This design comes from an exercise in tuning for small area on the open sky130 flow, not from production work.
The RTL was checked by simulation tests, not by an equivalence proof against the original design.
No driver is modelled on the clock port, so clocking that relies on it looks cheaper here than on a real chip.
Power and IR drop assume default switching activity.

==> flow/design.v (outline; a module is shown in full before it is edited, if it fits) <==
// module fa_cell: 10 lines
// module conv_l1: 2905 lines
module conv_l1(
    	input clk,
    	input reset,
    	input [7:0] pxl_in,
		input [7:0] kernel_00, input [7:0] kernel_01, input [7:0] kernel_02,
		input [7:0] kernel_10, input [7:0] kernel_11, input [7:0] kernel_12,
		input [7:0] kernel_20, input [7:0] kernel_21, input [7:0] kernel_22,
    	output [15:0] pxl_out,
		output valid
    );
  // ...
==> flow/flow/run.sh <==
#!/bin/bash
# The standard layout (standard.sh) with a leaner clock tree: clock tree
# synthesis builds sink clusters of buf_12 without dummy loads, then
# post_cts.tcl resizes each leaf buffer to the smallest that keeps the
# flip-flop clock-pin slew under LEAF_SLEW_PS.
set -euo pipefail
here=$(cd "$(dirname "$0")" && pwd)
export CTS_ARGS="-sink_clustering_enable -repair_clock_nets -dont_use_dummy_load -sink_clustering_size 35 -sink_clustering_max_diameter 60 -buf_list sky130_fd_sc_hd__buf_12"
export POST_CTS_TCL="$here/post_cts.tcl"
export LEAF_SLEW_PS=120
export IO_CONSTRAINTS="$here/io.tcl"
export BUFFER_PORTS_ARGS="-buffer_cell sky130_fd_sc_hd__buf_2"
bash standard.sh > standard.log 2>&1
==> flow/flow/io.tcl <==
# All ports on one stretch of the left edge, next to each other, so the
# adder tree and the pixel taps gather there instead of spreading over the die.
set die [[ord::get_db_block] getDieArea]
set h [expr {[$die dy] / 1000.0}]
set lo [expr {int($h / 2 - 85)}]
set hi [expr {int($h / 2 + 85)}]
set_io_pin_constraint -pin_names [get_ports *] -region left:$lo-$hi
==> flow/flow/leafsize.tcl <==
# Resize each clock-tree leaf buffer (one that drives only flip-flop clock
# pins) to the smallest of the candidate buffers (listed by rising area) that
# keeps the slew at its flip-flops' clock pins at most target_ps; if none
# does, to the candidate with the lowest slew.
proc leaf_worst_slew {sinks} {
  set w 0
  foreach pin $sinks {
    foreach q {slew_max_rise slew_max_fall} {
      set s [get_property $pin $q]
      if {$s > $w} { set w $s }
    }
  }
  return $w
}

proc leaf_resize {target_ps cands} {
  set target [expr {$target_ps / 1000.0}]
  set block [ord::get_db_block]
  set n 0
  set before 0.0
  set after 0.0
  foreach inst [$block getInsts] {
    if {![string match "clkbuf_*" [$inst getName]]} continue
    set out ""
    foreach it [$inst getITerms] { if {[$it isOutputSignal]} { set out [$it getNet] } }
    if {$out eq "" || $out eq "NULL"} continue
    set leaf 1
    foreach it [$out getITerms] {
      if {[$it isOutputSignal]} continue
      if {![string match "*__df*" [[[$it getInst] getMaster] getName]]} { set leaf 0; break }
    }
    if {!$leaf} continue
    set sinks [get_pins -of_objects [get_nets [$out getName]] -filter "direction==input"]
    if {[llength $sinks] == 0} continue
    set m [$inst getMaster]
    set before [expr {$before + [$m getWidth] * [$m getHeight] / 1e6}]
    set iname [$inst getName]
    set chosen ""
    set best ""
    set bestw 1e9
    foreach c $cands {
      replace_cell [get_cells $iname] $c
      set w [leaf_worst_slew $sinks]
      if {$w <= $target} { set chosen $c; break }
      if {$w < $bestw} { set bestw $w; set best $c }
    }
    if {$chosen eq ""} { set chosen $best; replace_cell [get_cells $iname] $chosen }
    set m [$inst getMaster]
    set after [expr {$after + [$m getWidth] * [$m getHeight] / 1e6}]
    incr n
  }
  puts [format "leaf_resize: %d leaf buffers, area %.1f -> %.1f um2" $n $before $after]
}
==> flow/flow/post_cts.tcl <==
# Runs at the end of ORFS's CTS step (POST_CTS_TCL): resize the clock-tree
# leaf buffers to the smallest that keeps the flip-flop clock-pin slew low.
source [file join [file dirname [info script]] leafsize.tcl]
set_propagated_clock [all_clocks]
estimate_parasitics -placement
leaf_resize $::env(LEAF_SLEW_PS) {sky130_fd_sc_hd__buf_2 sky130_fd_sc_hd__buf_4 sky130_fd_sc_hd__buf_6 sky130_fd_sc_hd__buf_8 sky130_fd_sc_hd__buf_12 sky130_fd_sc_hd__clkbuf_16 sky130_fd_sc_hd__buf_16}
detailed_placement
check_placement -verbose
==> flow/standard.sh <==
#!/bin/bash
# synth_recipe.tcl (not shown) runs the flow's synth.tcl, then flattens the netlist and writes it again
# the make line also repeats each setting of config.mk as NAME=value (left out here)
make -C /OpenROAD-flow-scripts/flow DESIGN_CONFIG=/design/flow/config.mk WORK_HOME=/design/flow/orfs CLKGATE_MAP_FILE= SYNTH_SCRIPT=/design/flow/synth_recipe.tcl "${@:-finish}"
==> flow/config.mk <==
export PLATFORM = sky130hd
export DESIGN_NAME = conv_l1
export DESIGN_NICKNAME = conv_l1
export VERILOG_FILES = /design/flow/design.v
export SDC_FILE = /design/flow/constraint.sdc
export NUM_CORES = 8
export LEC_CHECK = 0
export CAP_MARGIN = 20
export CORE_MARGIN = 2
export CORE_UTILIZATION = 60
export GPL_TIMING_DRIVEN = 0
export PLACE_DENSITY = 0.75
export SLEW_MARGIN = 20
export SYNTH_HIERARCHICAL = 1
==> flow/constraint.sdc <==
create_clock -name core_clock -period 12.0 [get_ports {clk}]
set_input_delay 2.4000 -clock core_clock [delete_from_list [all_inputs] [get_ports {clk}]]
set_output_delay 2.4000 -clock core_clock [all_outputs]
set_load 0.01 [all_outputs]
==> flow_summary.json, run 1 <==
{
  "outcome": "timing/DRC/antenna clean",
  "postSynth.asyncResetShare": 0,
  "pg_seq_mw": 64.1,
  "dpl.hpwl_um": 235000,
  "nNetsFinal": 22100,
  "grt_max_degree": 36,
  "slew_headroom": 0.220,
  "synthFlopType": "dfxtp_1",
  "synth_commonest_cells": "dfxtp_1, nand2_1, fa_1, clkbuf_1, inv_1",
  "wl_um": 432000,
  "overflow": 0,
  "rrSetupSlack_ns": 10.37,
  "num_tap_cells": 8909,
  "final_common_cell": "dfxtp_1",
  "cts.sinks": 19300,
  "final_util": 0.640,
  "fmax_mhz": 84.9,
  "r2r-end": "counter2[1]",
  "fp.dieW_um": 822,
  "place_ws_ns": -0.763,
  "highest_layer": "met5",
  "muxShareOfSynthArea": 0.0000499,
  "synth_seq_area_share": 0.964,
  "arrival_ns": 9.38,
  "synth_edf_count": 0,
  "critical_path.max_fanout": 8,
  "powerComb_mw": 5.77,
  "synth_top_family_by_area": "adder cells",
  "multiInputGateArea_um2": 13900,
  "reg2reg_from": "counter1[8]",
  "p_sw_frac": 0.213,
  "p_sw_mw": 20.4,
  "sh_seq_area": 0.906,
  "cp_top_family": "adder cells"
}
==> run 2, diff against run 1 <==
--- a/flow/flow/run.sh
+++ b/flow/flow/run.sh
@@ -5,7 +5,7 @@
 # flip-flop clock-pin slew under LEAF_SLEW_PS.
 set -euo pipefail
 here=$(cd "$(dirname "$0")" && pwd)
-export CTS_ARGS="-sink_clustering_enable -repair_clock_nets -dont_use_dummy_load -sink_clustering_size 35 -sink_clustering_max_diameter 60 -buf_list sky130_fd_sc_hd__buf_12"
+export CTS_ARGS="-sink_clustering_enable -repair_clock_nets -dont_use_dummy_load -sink_clustering_size 35 -sink_clustering_max_diameter 70 -buf_list sky130_fd_sc_hd__buf_12"
 export POST_CTS_TCL="$here/post_cts.tcl"
 export LEAF_SLEW_PS=120
 export IO_CONSTRAINTS="$here/io.tcl"
--- a/flow/config.mk
+++ b/flow/config.mk
@@ -7,8 +7,8 @@
 export LEC_CHECK = 0
 export CAP_MARGIN = 20
 export CORE_MARGIN = 2
-export CORE_UTILIZATION = 60
+export CORE_UTILIZATION = 70
 export GPL_TIMING_DRIVEN = 0
-export PLACE_DENSITY = 0.75
+export PLACE_DENSITY = 0.85
 export SLEW_MARGIN = 20
 export SYNTH_HIERARCHICAL = 1
==> flow_summary.json, run 2 <==
{
  "firstError": "[ERROR DPL-0033] detailed placement checks failed during check placement.",
  "synth_top_area_share": 0.964,
  "die_y_um": 761,
  "syn_inst": 20700,
  "fp.dieW_um": 761,
  "synth_seq_cells": 19300,
  "dp.cells": 28300,
  "yosysWarnings": 7,
  "synthFlopType": "dfxtp_1",
  "synth_cell_type_count": 37,
  "io_pins": 99,
  "dpl.hpwl_um": 313000,
  "synth_edf_count": 0,
  "io_buffers": 25,
  "synth_commonest_cells": "dfxtp_1, nand2_1, fa_1, clkbuf_1, inv_1",
  "postSynth.asyncResetShare": 0,
  "yosysMostFrequentCell": "dfxtp_1",
  "yosys.area.top_type": "dfxtp_1",
  "place_ws_ns": -0.757,
  "yosys-top-cells-area": "dfxtp_1, fa_1, nand2_1",
  "synth.avg_cell_area_um2": 19.4,
  "synth_seq_area_share": 0.964,
  "dpl_cell_area_um2": 411000,
  "outcome": "aborted with a tool error",
  "cts.sinks": 19300,
  "rows": 278,
  "synth_area_um2": 401000,
  "initial_utilization": 0.701,
  "gp_congestion": 0.839,
  "haltStage": "clock tree synthesis (4_1_cts)"
}
## run 2: cell counts after synthesis
Identical to the previous run, type by type.
## run 2: how the worst max path moves through the flow
stage / start / endpoint / slack (ns) / depth (start not counted)
after floorplan: kernel_00[0] / pxl_out[13] / 0.55 / 22
after global placement: kernel_10[3] / pxl_out[13] / -0.71 / 22
after detailed placement: kernel_10[3] / pxl_out[13] / -0.76 / 22
## run 2: per-module statistics from Yosys (local to each module, per instance)
module,cells,flip-flops and latches
conv_l1,20100,19300
fa_cell,1,0
## run 2: logic make-up after synthesis
kind of cell    share of synthesized area
buf+inv                           0.00168
simple gates                      0.00592
flops                               0.964
other cells                    0.00000935
compound gates                   0.000278
xor+xnor                         0.000218
mux                             0.0000499
fa+ha+maj                          0.0280
## run 2: power groups by stage
| stage | sequential [mW] | clock (mW) | combinational, mW |
|---|---|---|---|
| 3_3_place_gp | 65.6 | 0 | 5.12 |
| 3_5_place_dp | 65.6 | 0 | 5.09 |
| 2_1_floorplan | 65.6 | 0 | 2.62 |
==> run 3, diff against run 2 <==
--- a/flow/config.mk
+++ b/flow/config.mk
@@ -7,8 +7,8 @@
 export LEC_CHECK = 0
 export CAP_MARGIN = 20
 export CORE_MARGIN = 2
-export CORE_UTILIZATION = 70
+export CORE_UTILIZATION = 60
 export GPL_TIMING_DRIVEN = 0
-export PLACE_DENSITY = 0.85
+export PLACE_DENSITY = 0.75
 export SLEW_MARGIN = 20
 export SYNTH_HIERARCHICAL = 1
==> flow_summary.json, run 3 <==
{
  "clk_latency_ns": 1.06,
  "yosys.area.top_type": "dfxtp_1",
  "synthFlopType": "dfxtp_1",
  "yosys-top-cells-area": "dfxtp_1, fa_1, nand2_1",
  "arrival_ns": 9.45,
  "syn2layout_area_growth_pct": 6.38,
  "power.leakage_nw": 166,
  "synth_edf_count": 0,
  "skew_ns": 0.113,
  "postSynth.asyncResetShare": 0,
  "rsz0062_at_grt": "no",
  "rrSetupSlack_ns": 10.37,
  "hold_class": "register to register",
  "initial_utilization": 0.602,
  "startpoint": "kernel_02[7]",
  "antenna_left": 0,
  "synth.avg_cell_area_um2": 19.4,
  "r2r-end": "counter2[1]",
  "synth_area_um2": 401000,
  "grt_pass1_wl_um": 691000,
  "drive_above_1_share": 0.0357,
  "grt_pass1_vias": 126000,
  "io_buffers": 25,
  "start_kind": "input port",
  "regArea_um2": 387000,
  "gp_congestion": 0.791,
  "via_count": 124000,
  "critical-path-slowest-cell": "clkbuf_1",
  "die_y_um": 822,
  "critical_path.max_fanout": 8,
  "cts.sinks": 19300,
  "fmax_mhz": 84.4,
  "path_class": "input port to primary output",
  "n_fill_cell": 45200,
  "drc": 0,
  "fp.dieW_um": 822,
  "synth_commonest_cells": "dfxtp_1, nand2_1, fa_1, clkbuf_1, inv_1",
  "hold_viol": 0,
  "fin_hold_ws_ns": 0.234,
  "power_density_nw_per_um2": 224,
  "vias_per_cell": 4.10,
  "reg.largest.list": "line: 19296 flops, counter1: 11 flops, counter2: 2 flops",
  "wl_per_cell_um": 14.1,
  "grt_max_degree": 36,
  "dpl_cell_area_um2": 412000,
  "io_pins": 99,
  "core_area_um2": 667000,
  "peakVddDrop_mv": 1.34,
  "drtPass1Iterations": 7,
  "reg2reg_from": "counter1[8]",
  "multiInputGateArea_um2": 13900,
  "largest-register": "line",
  "path_clk_slew_ns": 0.12,
  "largest_register_ffs": 19300,
  "path_cells": "clkbuf_1 -> nand2_1 -> fa_1 -> fa_1 -> fa_1 -> fa_1 -> fa_1 -> fa_1 -> fa_1 -> fa_1 -> fa_1 -> fa_1 -> inv_1 -> ha_1 -> o21a_1 -> o31ai_1 -> a211o_1 -> nand3_1 -> buf_2",
  "dp.cells": 29600,
  "drv_slew": 0,
  "antenna_found_initial": 37,
  "crit_path_end_kind": "primary output",
  "final_common_cell": "dfxtp_1",
  "cts_tree": "done",
  "synth_cell_type_count": 37,
  "synth_seq_area_share": 0.964,
  "fp.dieArea_um2": 675000,
  "cap_violations": 0,
  "slew_headroom": 0.226,
  "rows": 300,
  "ff2ff_path_depth": 4,
  "final_cell_mix": "dfxtp_1, nand2_1, fa_1",
  "finalSetupTns_ns": 0,
  "final_util": 0.640,
  "tightest_slew_ns": 1.16,
  "nNetsFinal": 22000,
  "first_iter_violations": 6484,
  "synth_top_area_share": 0.964,
  "wl_um": 428000,
  "yosysMostFrequentCell": "dfxtp_1",
  "endpoint": "pxl_out[14]",
  "timing.final.crit_share": 0.988,
  "grt.total_usage": 0.125,
  "crit_required_ns": 9.60,
  "design_area_um2": 427000,
  "yosysWarnings": 7,
  "syn_inst": 20700,
  "outcome": "timing/DRC/antenna clean",
  "fin_crit_ns": 11.85,
  "setup_violations": 0,
  "stdcell_count": 30300,
  "path_common_cell": "fa_1",
  "critPathMaxStageDelay_ns": 0.78,
  "synth_seq_cells": 19300,
  "dpl.hpwl_um": 235000,
  "overflow": 0
}
==> run 3: cell counts after synthesis <==
No cell type changed its count.
==> run 3: worst min-delay path by stage <==
stage               cells past startpoint     endpoint  slack [ns]        start
global placement                        0     line[44]        0.31     line[36]
floorplan                               0  line[10000]        0.31   line[9992]
global route                            0  line[11689]        0.23  line[11681]
finish                                  0   line[9008]        0.23   line[9000]
detailed placement                      0  line[10319]        0.31  line[10311]
==> run 3: metal layers <==
metal / vias to the layer above / GRT usage / wire length (um)
met5: - / 0 / 167
met4: 28 / 0.0287 / 10300
met3: 724 / 0.0247 / 17300
met2: 1058 / 0.169 / 159000
met1: 58700 / 0.208 / 242000
li1: 63700 / - / -
==> run 3: metrics by stage <==
step	worst slack, ns	power [mW]
6_report	0.146	95.4
5_1_grt	0.00683	98.8
3_5_place_dp	-0.763	71.0
3_3_place_gp	-0.709	71.0
2_1_floorplan	0.550	68.2
==> run 3: report_power, final <==
| part | switching [mW] | total, mW | leakage, nW | internal, mW |
|---|---|---|---|---|
| registers | 0.0202 | 64.1 | 156 | 64.1 |
| logic | 3.52 | 5.80 | 3.21 | 2.28 |
| clock network | 16.6 | 25.4 | 6.74 | 8.82 |
==> run 3: layout make-up <==
type	count	share of cell area
flip-flops and latches	19300	0.906
clock buffers	643	0.0328
multi-input cells	1213	0.0326
well taps	8909	0.0261
plain buffers	140	0.00172
repair buffers	27	0.000346
inverters	31	0.000273
diodes	19	0.000111
==> run 3: cells by family after synthesis <==
family          count (synthesis)  synth area share
mux                             2         0.0000499
xor+xnor                       10          0.000218
buf+inv                       178           0.00168
flops                       19300             0.964
fa+ha+maj                     564            0.0280
other cells                     1        0.00000935
compound gates                 16          0.000278
simple gates                  614           0.00592
==> run 3: critical path, delay by kind of cell <==
family,cells,cell delay (ns)
AOI/OAI and AO/OA,3,0.51
adders and majority gates,11,5.26
buffers and inverters,3,1.00
and+or+nand+nor,2,0.28
==> run 3: modules after synthesis, one instance, submodules excluded <==
module,flops+latches,copies in the design,cells,cell area (um^2)
conv_l1,19300,1,20100,390000
fa_cell,0,552,1,20.0
==> run 4, diff against run 3 <==
==> flow/flow/run.sh (replaced) <==
#!/bin/bash
# The standard layout (standard.sh) with a leaner clock tree: clock tree
# synthesis builds sink clusters of buf_12 without dummy loads, then
# post_cts.tcl resizes each leaf buffer to the smallest that keeps the
# flip-flop clock-pin slew under LEAF_SLEW_PS.
set -euo pipefail
here=$(cd "$(dirname "$0")" && pwd)
export CTS_ARGS="-sink_clustering_enable -repair_clock_nets -dont_use_dummy_load -sink_clustering_size 35 -sink_clustering_max_diameter 70 -buf_list sky130_fd_sc_hd__buf_12 -tree_buf sky130_fd_sc_hd__buf_4"
export POST_CTS_TCL="$here/post_cts.tcl"
export LEAF_SLEW_PS=118
export IO_CONSTRAINTS="$here/io.tcl"
export BUFFER_PORTS_ARGS="-buffer_cell sky130_fd_sc_hd__buf_2"
bash standard.sh > standard.log 2>&1
==> flow_summary.json, run 4 <==
{
  "grt_pass1_wl_um": 691000,
  "wl_per_cell_um": 14.1,
  "power.leakage_nw": 166,
  "outcome": "timing/DRC/antenna clean",
  "yosys-top-cells-area": "dfxtp_1, fa_1, nand2_1",
  "antenna_left": 0,
  "synth_area_um2": 401000,
  "critPathMaxStageDelay_ns": 0.74,
  "largest-register": "line",
  "peakVddDrop_mv": 1.34,
  "hold_viol": 0,
  "grt.total_usage": 0.125,
  "r2r-end": "counter2[1]",
  "cap_violations": 0,
  "power_density_nw_per_um2": 222,
  "timing.final.crit_share": 0.982,
  "fmax_mhz": 84.9,
  "drv_slew": 0,
  "synthFlopType": "dfxtp_1",
  "tightest_slew_ns": 1.17,
  "yosysWarnings": 7,
  "synth_cell_type_count": 37,
  "crit_path_end_kind": "primary output",
  "synth_commonest_cells": "dfxtp_1, nand2_1, fa_1, clkbuf_1, inv_1",
  "crit_required_ns": 9.60,
  "overflow": 0,
  "rrSetupSlack_ns": 10.37,
  "cts.sinks": 19300,
  "grt_pass1_vias": 126000,
  "synth_top_area_share": 0.964,
  "initial_utilization": 0.602,
  "rows": 300,
  "via_count": 124000,
  "largest_register_ffs": 19300,
  "synth_seq_cells": 19300,
  "dpl.hpwl_um": 235000,
  "syn2layout_area_growth_pct": 6.43,
  "critical_path.max_fanout": 8,
  "antenna_found_initial": 41,
  "skew_ns": 0.194,
  "grt_max_degree": 36,
  "cts_tree": "done",
  "fin_crit_ns": 11.78,
  "postSynth.asyncResetShare": 0,
  "path_cells": "clkbuf_1 -> nand2_1 -> fa_1 -> fa_1 -> fa_1 -> fa_1 -> fa_1 -> fa_1 -> fa_1 -> fa_1 -> fa_1 -> fa_1 -> inv_1 -> ha_1 -> o21a_1 -> o31ai_1 -> a211o_1 -> nand3_1 -> buf_2",
  "drive_above_1_share": 0.0358,
  "path_common_cell": "fa_1",
  "synth_seq_area_share": 0.964,
  "finalSetupTns_ns": 0,
  "path_class": "input port to primary output",
  "drtPass1Iterations": 5,
  "dpl_cell_area_um2": 412000,
  "yosys.area.top_type": "dfxtp_1",
  "design_area_um2": 427000,
  "hp-start": "line[8759]",
  "gp_congestion": 0.791,
  "synth_edf_count": 0,
  "first_iter_violations": 6394,
  "rsz0062_at_grt": "no",
  "path_clk_slew_ns": 0.12,
  "reg.largest.list": "line: 19296 flops, counter1: 11 flops, counter2: 2 flops",
  "yosysMostFrequentCell": "dfxtp_1",
  "holdPathStages": 0,
  "setup_violations": 0,
  "io_buffers": 25,
  "fp.dieW_um": 822,
  "vias_per_cell": 4.10,
  "core_area_um2": 667000,
  "hold_path_end": "line[8767]",
  "syn_inst": 20700,
  "reg2reg_from": "counter1[8]",
  "final_common_cell": "dfxtp_1",
  "drc": 0,
  "slew_headroom": 0.217,
  "clk_latency_ns": 1.43,
  "hold_class": "register to register",
  "critical-path-slowest-cell": "clkbuf_1",
  "synth.avg_cell_area_um2": 19.4,
  "io_pins": 99,
  "nNetsFinal": 22000,
  "arrival_ns": 9.38,
  "ff2ff_path_depth": 4,
  "die_y_um": 822,
  "fp.dieArea_um2": 675000,
  "final_cell_mix": "dfxtp_1, nand2_1, fa_1",
  "start_kind": "input port",
  "wl_um": 427000
}
run 4: final cells by class:
| type | count | area, um^2 |
|---|---|---|
| inverters | 31 | 116 |
| fillers | 45200 | 240000 |
| flip-flops and latches | 19300 | 387000 |
| well taps | 8909 | 11100 |
| multi-input cells | 1213 | 13900 |
| plain buffers | 133 | 704 |
| clock buffers | 643 | 14200 |
| repair buffers | 27 | 148 |
| diodes | 33 | 82.6 |
run 4: worst max-delay path: cells and delay by family:
family	cells	cell delay, ns
adder cells (fa/ha/maj)	11	5.26
buffers and inverters	3	0.96
AO/OA/AOI/OAI	3	0.51
AND/OR/NAND/NOR	2	0.26
run 4: logic make-up (layout without fill, tap and decap cells):
kind of cell / after synthesis / count (layout) / synth area share
other: 1 / 40 / 0.00000935
multiplexers: 2 / 2 / 0.0000499
AO/OA/AOI/OAI: 16 / 16 / 0.000278
flip-flops: 19300 / 19300 / 0.964
buffers and inverters: 178 / 834 / 0.00168
adder cells (fa/ha/maj): 564 / 564 / 0.0280
XOR/XNOR: 10 / 10 / 0.000218
AND/OR/NAND/NOR: 614 / 614 / 0.00592
run 4: per-stage QoR:
| stage | worst slack (ns) | utilization | hold slack, ns | std cells | power (mW) |
|---|---|---|---|---|---|
| final | 0.219 | 0.640 | 0.141 | 30300 | 94.8 |
| after floorplan | 0.550 | - | 0.310 | 20700 | 68.2 |
| after global placement | -0.709 | 0.619 | 0.310 | 29600 | 71.0 |
| after detailed placement | -0.763 | 0.619 | 0.312 | 29600 | 71.0 |
| after global routing | 0.00683 | 0.640 | 0.144 | 30300 | 98.3 |
run 4: worst max-delay path by stage:
stage,endpoint,cells past startpoint,slack (ns),start
2_1_floorplan,pxl_out[13],22,0.55,kernel_00[0]
3_3_place_gp,pxl_out[12],23,-0.71,kernel_02[0]
3_5_place_dp,pxl_out[12],23,-0.76,kernel_02[0]
5_1_grt,pxl_out[15],19,0.007,kernel_02[7]
6_report,pxl_out[14],19,0.22,kernel_02[7]
run 4: Yosys stat by module (local to each module, per instance):
module   area, um^2  times used  flops+latches  cells inside
conv_l1      390000           1          19300         20100
fa_cell        20.0         552              0             1
run 4: layer usage:
layer / track usage / up-vias / wire, um
met3: 0.0243 / 736 / 17600
met4: 0.0289 / 38 / 10100
met5: 0 / - / 225
li1: - / 63700 / -
met1: 0.208 / 58900 / 242000
met2: 0.169 / 1037 / 158000
run 4: power by group:
group	leakage [nW]	total [mW]	internal [mW]	switching, mW
Combinational	3.20	5.79	2.28	3.51
Clock	7.04	24.9	8.51	16.4
Sequential	156	64.2	64.1	0.0202
==> run 5, diff against run 4 <==
==> flow/flow/run.sh (replaced) <==
#!/bin/bash
# The standard layout (standard.sh) with a leaner clock tree: clock tree
# synthesis builds sink clusters of buf_12 without dummy loads, then
# post_cts.tcl resizes each leaf buffer to the smallest that keeps the
# flip-flop clock-pin slew under LEAF_SLEW_PS.
set -euo pipefail
here=$(cd "$(dirname "$0")" && pwd)
export CTS_ARGS="-sink_clustering_enable -repair_clock_nets -dont_use_dummy_load -sink_clustering_size 35 -sink_clustering_max_diameter 70 -buf_list sky130_fd_sc_hd__buf_12 -tree_buf sky130_fd_sc_hd__buf_8"
export POST_CTS_TCL="$here/post_cts.tcl"
export LEAF_SLEW_PS=120
export IO_CONSTRAINTS="$here/io.tcl"
export BUFFER_PORTS_ARGS="-buffer_cell sky130_fd_sc_hd__buf_2"
bash standard.sh > standard.log 2>&1
==> flow_summary.json, run 5 <==
{
  "muxShareOfSynthArea": 0.0000499,
  "critPathMaxStageDelay_ns": 0.76,
  "core_area_um2": 667000,
  "r2r-end": "counter2[1]",
  "drive_above_1_share": 0.0357,
  "die_y_um": 822,
  "nNetsFinal": 22000,
  "peakVddDrop_mv": 1.34,
  "reg2reg_from": "counter1[8]",
  "arrival_ns": 9.42,
  "synth_commonest_cells": "dfxtp_1, nand2_1, fa_1, clkbuf_1, inv_1",
  "largest_register_ffs": 19300,
  "fmax_mhz": 84.6,
  "final_common_cell": "dfxtp_1",
  "clk_latency_ns": 1.17,
  "yosysMostFrequentCell": "dfxtp_1",
  "fp.dieArea_um2": 675000,
  "cts_tree": "done",
  "grt_pass1_vias": 126000,
  "crit_path_end_kind": "primary output",
  "yosys.area_share.simple": 0.00592,
  "reg.largest.list": "line: 19296 flops, counter1: 11 flops, counter2: 2 flops",
  "first_iter_violations": 6364,
  "synth_top_family_by_area": "adder cells",
  "power.leakage_nw": 165,
  "io_pins": 99,
  "cap_violations": 0,
  "yosysWarnings": 7,
  "hold_path_end": "line[9032]",
  "path_class": "input port to primary output",
  "synth_edf_count": 0,
  "wl_um": 428000,
  "postSynth.asyncResetShare": 0,
  "place_ws_ns": -0.763,
  "setup_violations": 0,
  "drv_slew": 0,
  "synth_seq_area_share": 0.964,
  "rows": 300,
  "synthAdderAreaFrac": 0.0280,
  "hold_viol": 0,
  "synthXorXnorAreaFrac": 0.000218,
  "drc": 0,
  "tightest_slew_ns": 1.16,
  "drtPass1Iterations": 6,
  "crit_required_ns": 9.60,
  "slew_headroom": 0.225,
  "gp_congestion": 0.791,
  "path_common_cell": "fa_1",
  "via_count": 124000,
  "dpl_cell_area_um2": 412000,
  "rsz0062_at_grt": "no",
  "fin_crit_ns": 11.82,
  "path_cells": "clkbuf_1 -> nand2_1 -> fa_1 -> fa_1 -> fa_1 -> fa_1 -> fa_1 -> fa_1 -> fa_1 -> fa_1 -> inv_1 -> ha_1 -> inv_1 -> fa_2 -> nor2b_4 -> buf_4 -> o31ai_1 -> a21oi_1 -> xnor2_1 -> buf_2",
  "critical_path.max_fanout": 8,
  "critical-path-slowest-cell": "clkbuf_1",
  "cts.sinks": 19300,
  "synthFlopType": "dfxtp_1",
  "synth_seq_cells": 19300,
  "antenna_left": 0,
  "grt_pass1_wl_um": 691000,
  "largest-register": "line",
  "syn2layout_area_growth_pct": 6.33,
  "synth_top_area_share": 0.964,
  "synth_cell_type_count": 37,
  "holdPathStages": 0,
  "initial_utilization": 0.602,
  "outcome": "timing/DRC/antenna clean",
  "synth.avg_cell_area_um2": 19.4,
  "overflow": 0,
  "ff2ff_path_depth": 4,
  "hold_class": "register to register",
  "dpl.hpwl_um": 235000,
  "n_fill_cell": 45200,
  "antenna_found_initial": 37,
  "syn_inst": 20700,
  "path_clk_slew_ns": 0.12,
  "final_cell_mix": "dfxtp_1, nand2_1, fa_1",
  "vias_per_cell": 4.10,
  "synth-compound-area-share": 0.000278,
  "synth_area_um2": 401000,
  "io_buffers": 25,
  "rrSetupSlack_ns": 10.37,
  "fp.dieW_um": 822,
  "grt_max_degree": 36,
  "grt.total_usage": 0.125,
  "timing.final.crit_share": 0.985,
  "start_kind": "input port",
  "wl_per_cell_um": 14.1,
  "hp-start": "line[9024]",
  "worst_slack_ns": 0.181,
  "yosys-top-cells-area": "dfxtp_1, fa_1, nand2_1",
  "yosys.area.top_type": "dfxtp_1",
  "power_density_nw_per_um2": 223,
  "design_area_um2": 426000,
  "skew_ns": 0.139
}
run 5: final cells by class:
cell class	instances	area (um^2)	share of cell area
repair buffers	27	148	0.000346
inverters	31	116	0.000273
flip-flops and latches	19300	387000	0.906
plain buffers	140	734	0.00172
well taps	8909	11100	0.0261
clock buffers	643	13800	0.0323
diodes	18	45.0	0.000106
multi-input cells	1213	13900	0.0326
run 5: stage by stage:
stage / hold slack (ns) / power, mW / std cells / setup TNS [ns] / util
2_1_floorplan: 0.310 / 68.2 / 20700 / 0 / -
3_3_place_gp: 0.310 / 71.0 / 29600 / -3.33 / 0.619
3_5_place_dp: 0.312 / 71.0 / 29600 / -3.54 / 0.619
5_1_grt: 0.198 / 98.5 / 30300 / 0 / 0.640
6_report: 0.206 / 95.0 / 30300 / 0 / 0.640
run 5: routing by layer:
metal | wire length (um) | track usage
met3 | 17800 | 0.0250
met5 | 197 | 0
met1 | 241000 | 0.208
met2 | 158000 | 0.169
met4 | 10000 | 0.0283
run 5: where the power goes:
part | total [mW] | switching [mW] | internal (mW)
registers | 64.1 | 0.0201 | 64.1
logic | 5.77 | 3.49 | 2.27
clock network | 25.1 | 16.5 | 8.54
total | 95.0 | 20.0 | 74.9
run 5: cell families (layout without fill, tap and decap cells):
group	count (synthesis)	count (layout)
AO/OA/AOI/OAI	16	16
XOR/XNOR	10	10
adder cells (fa/ha/maj)	564	564
buffers and inverters	178	841
flip-flops	19300	19300
multiplexers	2	2
other	1	25
AND/OR/NAND/NOR	614	614
run 5: per-module statistics from Yosys, one instance, submodules excluded:
module,cells,flops+latches,area [um^2],copies in the design
conv_l1,20100,19300,390000,1
fa_cell,1,0,20.0,552
run 5: how the worst max path moves through the flow:
| stage | startpoint | to | slack (ns) | cells after the start |
|---|---|---|---|---|
| after detailed placement | kernel_02[0] | pxl_out[12] | -0.76 | 23 |
| after global routing | kernel_02[7] | pxl_out[15] | 0.007 | 19 |
| after global placement | kernel_02[0] | pxl_out[12] | -0.71 | 23 |
| after floorplan | kernel_00[0] | pxl_out[13] | 0.55 | 22 |
| final | kernel_02[7] | pxl_out[15] | 0.18 | 20 |
run 5: worst max-delay path, delay by kind of cell:
| kind | cells | cell delay, ns |
|---|---|---|
| simple gates | 2 | 0.24 |
| xor+xnor | 1 | 0.18 |
| fa+ha+maj | 10 | 4.80 |
| buf+inv | 5 | 1.24 |
| compound gates | 2 | 0.52 |
==> run 6, diff against run 5 <==
--- a/flow/flow/run.sh
+++ b/flow/flow/run.sh
@@ -9,5 +9,6 @@
 export POST_CTS_TCL="$here/post_cts.tcl"
 export LEAF_SLEW_PS=120
 export IO_CONSTRAINTS="$here/io.tcl"
+export POST_GLOBAL_ROUTE_TCL="$here/post_grt.tcl"
 export BUFFER_PORTS_ARGS="-buffer_cell sky130_fd_sc_hd__buf_2"
 bash standard.sh > standard.log 2>&1
--- a/flow/flow/post_cts.tcl
+++ b/flow/flow/post_cts.tcl
@@ -6,3 +6,5 @@
 leaf_resize $::env(LEAF_SLEW_PS) {sky130_fd_sc_hd__buf_2 sky130_fd_sc_hd__buf_4 sky130_fd_sc_hd__buf_6 sky130_fd_sc_hd__buf_8 sky130_fd_sc_hd__buf_12 sky130_fd_sc_hd__clkbuf_16 sky130_fd_sc_hd__buf_16}
 detailed_placement
 check_placement -verbose
+source [file join [file dirname [info script]] report_leaf.tcl]
+report_leaf_slews [file join $::env(LOG_DIR) leaf_cts.txt]
==> flow/flow/post_grt.tcl (new file) <==
source [file join [file dirname [info script]] report_leaf.tcl]
report_leaf_slews [file join $::env(LOG_DIR) leaf_grt.txt]
==> flow/flow/report_leaf.tcl (new file) <==
# Report, per clock-tree leaf net, the worst flip-flop clock-pin slew (ps)
# with the parasitics estimated at this point of the flow.
proc report_leaf_slews {file} {
  set f [open $file w]
  foreach inst [[ord::get_db_block] getInsts] {
    if {![string match "clkbuf_*" [$inst getName]]} continue
    set out ""
    foreach it [$inst getITerms] { if {[$it isOutputSignal]} { set out [$it getNet] } }
    if {$out eq "" || $out eq "NULL"} continue
    set sinks [get_pins -of_objects [get_nets [$out getName]] -filter "direction==input"]
    set w 0
    foreach pin $sinks {
      foreach q {slew_max_rise slew_max_fall} { set s [get_property $pin $q]; if {$s > $w} { set w $s } }
    }
    puts $f "[$out getName] [[$inst getMaster] getName] [llength $sinks] [format %.2f [expr {$w*1000}]]"
  }
  close $f
}
==> flow_summary.json, run 6 <==
{
  "crit_path_end_kind": "primary output",
  "synth_seq_cells": 19300,
  "postSynth.asyncResetShare": 0,
  "power_density_nw_per_um2": 223,
  "grt_util_met1": 0.208,
  "timing.final.crit_share": 0.985,
  "grt_use_met3": 0.0250,
  "path_clk_slew_ns": 0.12,
  "core_area_um2": 667000,
  "hold_viol": 0,
  "crit_required_ns": 9.60,
  "synth_cell_type_count": 37,
  "fmax_mhz": 84.6,
  "antenna_found_initial": 37,
  "fp.dieArea_um2": 675000,
  "io_buffers": 25,
  "design_area_um2": 426000,
  "drv_slew": 0,
  "worst_slack_ns": 0.181,
  "dpl.hpwl_um": 235000,
  "clk_latency_ns": 1.17,
  "critical_path.max_fanout": 8,
  "first_iter_violations": 6364,
  "place_ws_ns": -0.763,
  "gp_congestion": 0.791,
  "rows": 300,
  "skew_ns": 0.139,
  "synth_area_um2": 401000,
  "fp.dieW_um": 822,
  "grt.total_usage": 0.125,
  "yosysWarnings": 7,
  "drtPass1Iterations": 6,
  "top_usage_layer": "met1",
  "hold_class": "register to register",
  "largest_register_ffs": 19300,
  "synth_seq_area_share": 0.964,
  "power.leakage_nw": 165,
  "final_common_cell": "dfxtp_1",
  "yosysMostFrequentCell": "dfxtp_1",
  "grt_max_degree": 36,
  "synth_commonest_cells": "dfxtp_1, nand2_1, fa_1, clkbuf_1, inv_1",
  "use_met2": 0.169,
  "synth.avg_cell_area_um2": 19.4,
  "cts_tree": "done",
  "reg.largest.list": "line: 19296 flops, counter1: 11 flops, counter2: 2 flops",
  "cap_violations": 0,
  "tightest_slew_ns": 1.16,
  "n_fill_cell": 45200,
  "arrival_ns": 9.42,
  "dpl_cell_area_um2": 412000,
  "nNetsFinal": 22000,
  "outcome": "timing/DRC/antenna clean",
  "grt_pass1_wl_um": 691000,
  "slew_headroom": 0.225,
  "wl_per_cell_um": 14.1,
  "vias_per_cell": 4.10,
  "drc": 0,
  "grt_pass1_vias": 126000,
  "drive_above_1_share": 0.0357,
  "overflow": 0,
  "cts.sinks": 19300,
  "path_class": "input port to primary output",
  "die_y_um": 822,
  "yosys.area.top_type": "dfxtp_1",
  "yosys-top-cells-area": "dfxtp_1, fa_1, nand2_1",
  "peakVddDrop_mv": 1.34,
  "wl_um": 428000,
  "antenna_left": 0,
  "io_pins": 99,
  "syn_inst": 20700,
  "synthFlopType": "dfxtp_1",
  "setup_violations": 0,
  "regArea_um2": 387000,
  "fin_crit_ns": 11.82,
  "final_cell_mix": "dfxtp_1, nand2_1, fa_1",
  "syn2layout_area_growth_pct": 6.33,
  "synth_top_area_share": 0.964,
  "start_kind": "input port",
  "initial_utilization": 0.602,
  "largest-register": "line",
  "multiInputGateArea_um2": 13900,
  "synth_edf_count": 0,
  "via_count": 124000
}
run 6: cell counts after synthesis:
No cell type changed its count.
run 6: layout make-up:
| type | instances | area share |
|---|---|---|
| flip-flops and latches | 19300 | 0.906 |
| multi-input cells | 1213 | 0.0326 |
| clock buffers | 643 | 0.0323 |
| well taps | 8909 | 0.0261 |
| plain buffers | 140 | 0.00172 |
| repair buffers | 27 | 0.000346 |
| inverters | 31 | 0.000273 |
| diodes | 18 | 0.000106 |
run 6: modules after synthesis, one instance, submodules excluded:
module   flip-flops and latches  copies in the design  cells inside
conv_l1                   19300                     1         20100
fa_cell                       0                   552             1
run 6: cells by family (layout without fill, tap and decap cells):
family,after synthesis,in the layout,share of synthesized area
AO/OA/AOI/OAI,16,16,0.000278
XOR/XNOR,10,10,0.000218
adder cells (fa/ha/maj),564,564,0.0280
buffers and inverters,178,841,0.00168
flip-flops,19300,19300,0.964
multiplexers,2,2,0.0000499
other,1,25,0.00000935
AND/OR/NAND/NOR,614,614,0.00592
run 6: critical path: stages:
cell,delay (ns)
clkbuf_1,0.76
nand2_1,0.17
fa_1,0.54
fa_1,0.62
fa_1,0.44
fa_1,0.53
fa_1,0.54
fa_1,0.56
fa_1,0.48
fa_1,0.53
inv_1,0.04
ha_1,0.17
inv_1,0.15
fa_2,0.39
nor2b_4,0.07
buf_4,0.13
o31ai_1,0.34
a21oi_1,0.18
xnor2_1,0.18
buf_2,0.16
run 6: path summary, 6_finish.rpt:
path	from	end	slack, ns	cells past startpoint
max	kernel_02[7]	pxl_out[15]	0.18	20
min reg2reg	line[9024]	line[9032]	0.21	0
max reg2reg	counter1[8]	counter2[1]	10.37	4
min	line[9024]	line[9032]	0.21	0
run 6: layer usage:
| layer | vias to the layer above | routed length, um |
|---|---|---|
| met3 | 726 | 17800 |
| li1 | 63700 | - |
| met4 | 32 | 10000 |
| met2 | 1074 | 158000 |
| met5 | - | 197 |
| met1 | 58800 | 241000 |
run 6: through the flow:
step,hold WS (ns),utilization,power (mW),TNS [ns],instances
3_5_place_dp,0.312,0.619,71.0,-3.54,29600
3_3_place_gp,0.310,0.619,71.0,-3.33,29600
2_1_floorplan,0.310,-,68.2,0,20700
6_report,0.206,0.640,95.0,0,30300
run 6: power by group:
part | leakage (nW) | switching [mW] | total [mW] | internal [mW]
clock network | 6.69 | 16.5 | 25.1 | 8.54
logic | 3.21 | 3.49 | 5.77 | 2.27
registers | 156 | 0.0201 | 64.1 | 64.1
total | 165 | 20.0 | 95.0 | 74.9

-- what the ideal ports hide --
In the flow no input, the clock included, has a driving cell. The finished layouts below were timed again as built, in two steps. Step 1 sets driving cells, clkbuf_16 on the clock port and buf_2 on the other inputs (assumed; they add their load-dependent delay and slew). Step 2 also shifts input and output timing later by t, the mid clock arrival at the registers, as if the neighbouring blocks saw the same clock. Slacks: no drivers / after step 1 / after step 2; pairs: no drivers / after step 1.
run | shift t [ns] | slack for setup (ns) | worst setup path at the end | pins driven straight from the clock port
run 1 | 1.103 | 0.218 / 0.151 / 0.151 | input to output | 1
run 3 | 1.105 | 0.146 / 0.117 / 0.117 | input to output | 1
run 4 | 1.433 | 0.219 / 0.174 / 0.174 | input to output | 1
run 5 | 1.197 | 0.181 / 0.153 / 0.153 | input to output | 1
run 6 | 1.197 | 0.181 / 0.153 / 0.153 | input to output | 1
After both steps setup and hold are still met in every run listed. The setup slack of run 1, which loses most, moves by -0.067 ns with the drivers and by -0.067 ns with both steps.
